From an optimization exercise on the open Yosys and OpenROAD flow, aimed at small area, a short achievable clock period and few clock cycles; shortcuts taken in it are not production practice.
Only simulation tests tie the RTL to the original design; equivalence was not proved.
Power is estimated from default activity; no workload was simulated.

==> flow/design.v (excerpt) <==
module std_fp_smult_pipe #(
    parameter WIDTH = 32,
    parameter INT_WIDTH = 16,
    parameter FRAC_WIDTH = 16
) (
    input  [WIDTH-1:0]              left,
    input  [WIDTH-1:0]              right,
    input  logic                    reset,
    input  logic                    go,
    input  logic                    clk,
    output logic [WIDTH-1:0]        out,
    output logic                    done
);
Size in the first run: ~81 flip-flops, ~100 I/O pins.
==> flow/config.mk <==
export PLATFORM = sky130hd
export DESIGN_NAME = std_fp_smult_pipe
export DESIGN_NICKNAME = std_fp_smult_pipe
export VERILOG_FILES = /design/flow/design.v
export SDC_FILE = /design/flow/constraint.sdc
export NUM_CORES = 4
export LEC_CHECK = 0
export CAP_MARGIN = 20
export CORE_MARGIN = 2
export CORE_UTILIZATION = 40
export SETUP_SLACK_MARGIN = 2.75
export SLEW_MARGIN = 20
export SYNTH_HIERARCHICAL = 1
==> flow/constraint.sdc <==
create_clock -name core_clock -period 7.5 [get_ports {clk}]
set_input_delay 1.5000 -clock core_clock [delete_from_list [all_inputs] [get_ports {clk}]]
set_output_delay 1.5000 -clock core_clock [all_outputs]
set_load 0.01 [all_outputs]
standard.sh (not shown) runs the stock make flow with config.mk's settings and CLKGATE_MAP_FILE= SYNTH_SCRIPT=/design/flow/synth_recipe.tcl, a recipe that flattens the netlist after the stock synthesis.
==> flow/flow/run.sh <==
#!/bin/bash
# Layout flow: the standard ORFS flow (standard.sh, unchanged synthesis),
# with extra ORFS variables from flow/extra.env (port buffer cell choice and
# timing-repair options). Each tool's full output is in orfs/logs/...; the
# make output is in standard.log.
set -euo pipefail
here=$(pwd)
set -a
source "$here/flow/extra.env"
set +a
bash "$here/standard.sh" > "$here/standard.log" 2>&1
==> flow/flow/extra.env <==
BUFFER_PORTS_ARGS="-buffer_cell sky130_fd_sc_hd__buf_4"
The first run completed with no timing, DRC or antenna violations.
Testbench counts at the start, summed over its fixed seeds: cycles 4,008.
Change:
--- a/flow/config.mk
+++ b/flow/config.mk
@@ -10,3 +10,5 @@
 export CORE_UTILIZATION = 40
-export SETUP_SLACK_MARGIN = 2.75
+export CTS_BUF_LIST = sky130_fd_sc_hd__clkbuf_8
+export CTS_CLUSTER_SIZE = 30
+export SETUP_SLACK_MARGIN = 2.5
 export SLEW_MARGIN = 20
After rerunning:
- The new run completed with no timing, DRC or antenna violations
- sequential share of layout area increases by 0.45 points
- worst hold slack got worse by 0.058 ns
- synthesized cell count does not change
- non-clock buffer count decreases by 58

---

std_fp_smult_pipe, a different RTL version from the one above (not shown whole).
Size in the first run: about 81 flip-flops, roughly 100 I/O pins, ~0.021 mm² of cells after synthesis.
clock: 7.5 ns
lec_check: 0
cap_margin: 20
core_margin: 2
core_utilization: 40
setup_slack_margin: 4.0
slew_margin: 20
synth_hierarchical: 1
run.sh (not shown) runs the stock make flow with config.mk's settings and CLKGATE_MAP_FILE= SYNTH_SCRIPT=/design/flow/synth_recipe.tcl, a recipe that flattens the netlist after the stock synthesis.
Stock flow here: none of the scripts above is used.
Testbench counts at the start, summed over its fixed seeds: cycles 4,008.
Then changed:
Settings changed: SETUP_SLACK_MARGIN 4.0 to 3.0.
The changed run finished with timing, DRC and antenna clean.
First-iteration DRC count increases by a little under a tenth.
Flip-flop and latch count does not change.
Worst setup slack is worse by 0.047 ns.
Core utilization decreases by 1.5 points.
Die area is unchanged.
Sequential share of layout area increases by 0.15 points.
Area after synthesis is unchanged.
Clock-buffer cell count increases by 2.
Combinational power is about the same.
Wire length decreases by a few percent.
Synthesized cell count stays the same.
Then changed:
Settings changed: SETUP_SLACK_MARGIN 3.0 to 2.0.
What happened:
- The new run ran to the end with no violations
- design area falls by about 17%
- total power falls by about 15%
- setup slack got worse by 0.39 ns
- hold slack improved by 0.015 ns
- routed wire length falls by 21%
Then changed:
==> flow/flow/run.sh (new file) <==
#!/bin/bash
# Layout flow: the standard ORFS flow (standard.sh, unchanged synthesis),
# with extra ORFS variables from flow/extra.env (port buffer cell choice and
# timing-repair options). Each tool's full output is in orfs/logs/...; the
# make output is in standard.log.
set -euo pipefail
here=$(pwd)
set -a
source "$here/flow/extra.env"
set +a
bash "$here/standard.sh" > "$here/standard.log" 2>&1
==> flow/flow/extra.env (new file) <==
BUFFER_PORTS_ARGS="-buffer_cell sky130_fd_sc_hd__buf_2"
==> flow/standard.sh (new file) <==
#!/bin/bash
# synth_recipe.tcl (not shown) runs the flow's synth.tcl, then flattens the netlist and writes it again
# the make line also repeats each setting of config.mk as NAME=value (left out here)
make -C /OpenROAD-flow-scripts/flow DESIGN_CONFIG=/design/flow/config.mk WORK_HOME=/design/flow/orfs CLKGATE_MAP_FILE= SYNTH_SCRIPT=/design/flow/synth_recipe.tcl "${@:-finish}"
Settings changed: SETUP_SLACK_MARGIN 2.0 to 3.0.
removed: flow/run.sh
Result:
- The changed run produced a clean layout
- fmax is higher by 9.1%
- core utilization is higher by 6.1 points
- cell area is higher by 13%
- first-iteration DRC count is higher by 11%
- area after synthesis stays the same
- wire length is higher by 16%
- setup slack improved by 0.45 ns
- hold slack got worse by 0.39 ns

---

RTL: one of the versions met above, not the one the previous note started from.
For scale: roughly 1800 cells after synthesis, ~100 I/O pins, ~0.020 mm² of cells after synthesis.
Settings: LEC_CHECK=0, CAP_MARGIN=20, CORE_MARGIN=2, CORE_UTILIZATION=40, SETUP_SLACK_MARGIN=3.0, SLEW_MARGIN=20, SYNTH_HIERARCHICAL=1; clock period 7.5 ns.
standard.sh (not shown) runs the stock make flow with config.mk's settings and CLKGATE_MAP_FILE= SYNTH_SCRIPT=/design/flow/synth_recipe.tcl, a recipe that flattens the netlist after the stock synthesis.
==> flow/flow/run.sh <==
#!/bin/bash
# Layout flow: the standard ORFS flow (standard.sh, unchanged synthesis),
# with extra ORFS variables from flow/extra.env (port buffer cell choice and
# timing-repair options). Each tool's full output is in orfs/logs/...; the
# make output is in standard.log.
set -euo pipefail
here=$(pwd)
set -a
source "$here/flow/extra.env"
set +a
bash "$here/standard.sh" > "$here/standard.log" 2>&1
==> flow/flow/extra.env <==
BUFFER_PORTS_ARGS="-buffer_cell sky130_fd_sc_hd__buf_4"
SETUP_MOVE_SEQUENCE="unbuffer,sizeup,swap,vt_swap"
The baseline completed with no timing, DRC or antenna violations.
Testbench counts at the start, summed over its fixed seeds: cycles 4,008.
Change:
==> flow/flow/extra.env (replaced) <==
BUFFER_PORTS_ARGS="-buffer_cell sky130_fd_sc_hd__buf_2"
Settings changed: SETUP_SLACK_MARGIN 3.0 to 2.5.
What happened:
- The new run finished with timing, DRC and antenna clean
- area after synthesis stays the same
- clock-buffer cell count grows by 2
- non-clock buffer count climbs by 69
- wire length rises by 6.7%
- total power drops by 6.6%
- design area goes down by 1.5%
- global-route usage rises by 1.4 points
- core utilization came out lower by 0.69 points
- fmax rose by 2.4%
- critical path depth falls by 3
Change:
==> flow/flow/extra.env (replaced) <==
BUFFER_PORTS_ARGS="-buffer_cell sky130_fd_sc_hd__buf_4"
Settings changed: PLACE_DENSITY from default to 0.8.
Result:
- cell area barely changes
- combinational power climbs by 3.0%
- worst hold slack improved by 0.0057 ns
- area after synthesis does not change
- sequential share of layout area stays flat
- total power increases by 2.8%
- worst setup slack is better by 0.021 ns
- count of clock-buffer cells in the layout shrinks by 1
- non-clock buffer count came out lower by 33
Change:
==> flow/flow/extra.env (replaced) <==
BUFFER_PORTS_ARGS="-buffer_cell sky130_fd_sc_hd__buf_2"
Settings changed: CORE_UTILIZATION 40 to 55, PLACE_DENSITY 0.8 to default.
Effect: Fmax came out lower by 0.55%. Design area came out lower by 0.68%. Worst hold slack loses 0.010 ns. Power came out lower by 3.4%. Via count came out lower by 0.79%. Routed wire length came out higher by 8.7%.

separate check: timing with driven ports:
In the flow no input, the clock included, has a driving cell. The finished layouts below were timed again as built, in two steps.
Step 1 (the two cells are an assumption about what drives the block):
set clk [get_ports {clk}]
set_driving_cell -lib_cell sky130_fd_sc_hd__clkbuf_16 $clk
set_driving_cell -lib_cell sky130_fd_sc_hd__buf_2 [delete_from_list [all_inputs] $clk]
Step 2 times the ports against the registers' clock, not the clock port: input delays grow and output delays shrink by t, the midpoint of the rising clock arrivals with the driver on.
Three values: ideal ports, drivers, drivers and shift; two values: the first two.
run	t (ns)	setup WS [ns]	worst setup path at the end	latest minus earliest clock arrival (ns)
the first run of note 1	0.441	2.573 / 2.518 / 2.203	input to register	0.028 / 0.028
the second run of note 1	0.490	2.515 / 2.482 / 2.015	input to register	0.036 / 0.036
the first run of note 2	0.439	2.518 / 2.462 / 2.251	input to register	0.020 / 0.020
the second run of note 2	0.442	2.470 / 2.415 / 2.266	input to register	0.019 / 0.018
the third run of note 2	0.439	2.081 / 2.033 / 1.658	input to register	0.018 / 0.018
the fourth run of note 2	0.433	2.535 / 2.477 / 2.233	input to register	0.025 / 0.025
the first run of note 3	0.443	2.383 / 2.336 / 1.893	input to register	0.032 / 0.032
the second run of note 3	0.438	2.505 / 2.507 / 2.069	input to register	0.028 / 0.028
the third run of note 3	0.423	2.526 / 2.420 / 1.997	input to register	0.025 / 0.025
the fourth run of note 3	0.431	2.498 / 2.449 / 2.101	input to register	0.014 / 0.014
After both steps every run listed still meets setup and hold. The setup slack of the third run of note 3, which loses most, moves by -0.106 ns with the drivers and by -0.529 ns with both steps.
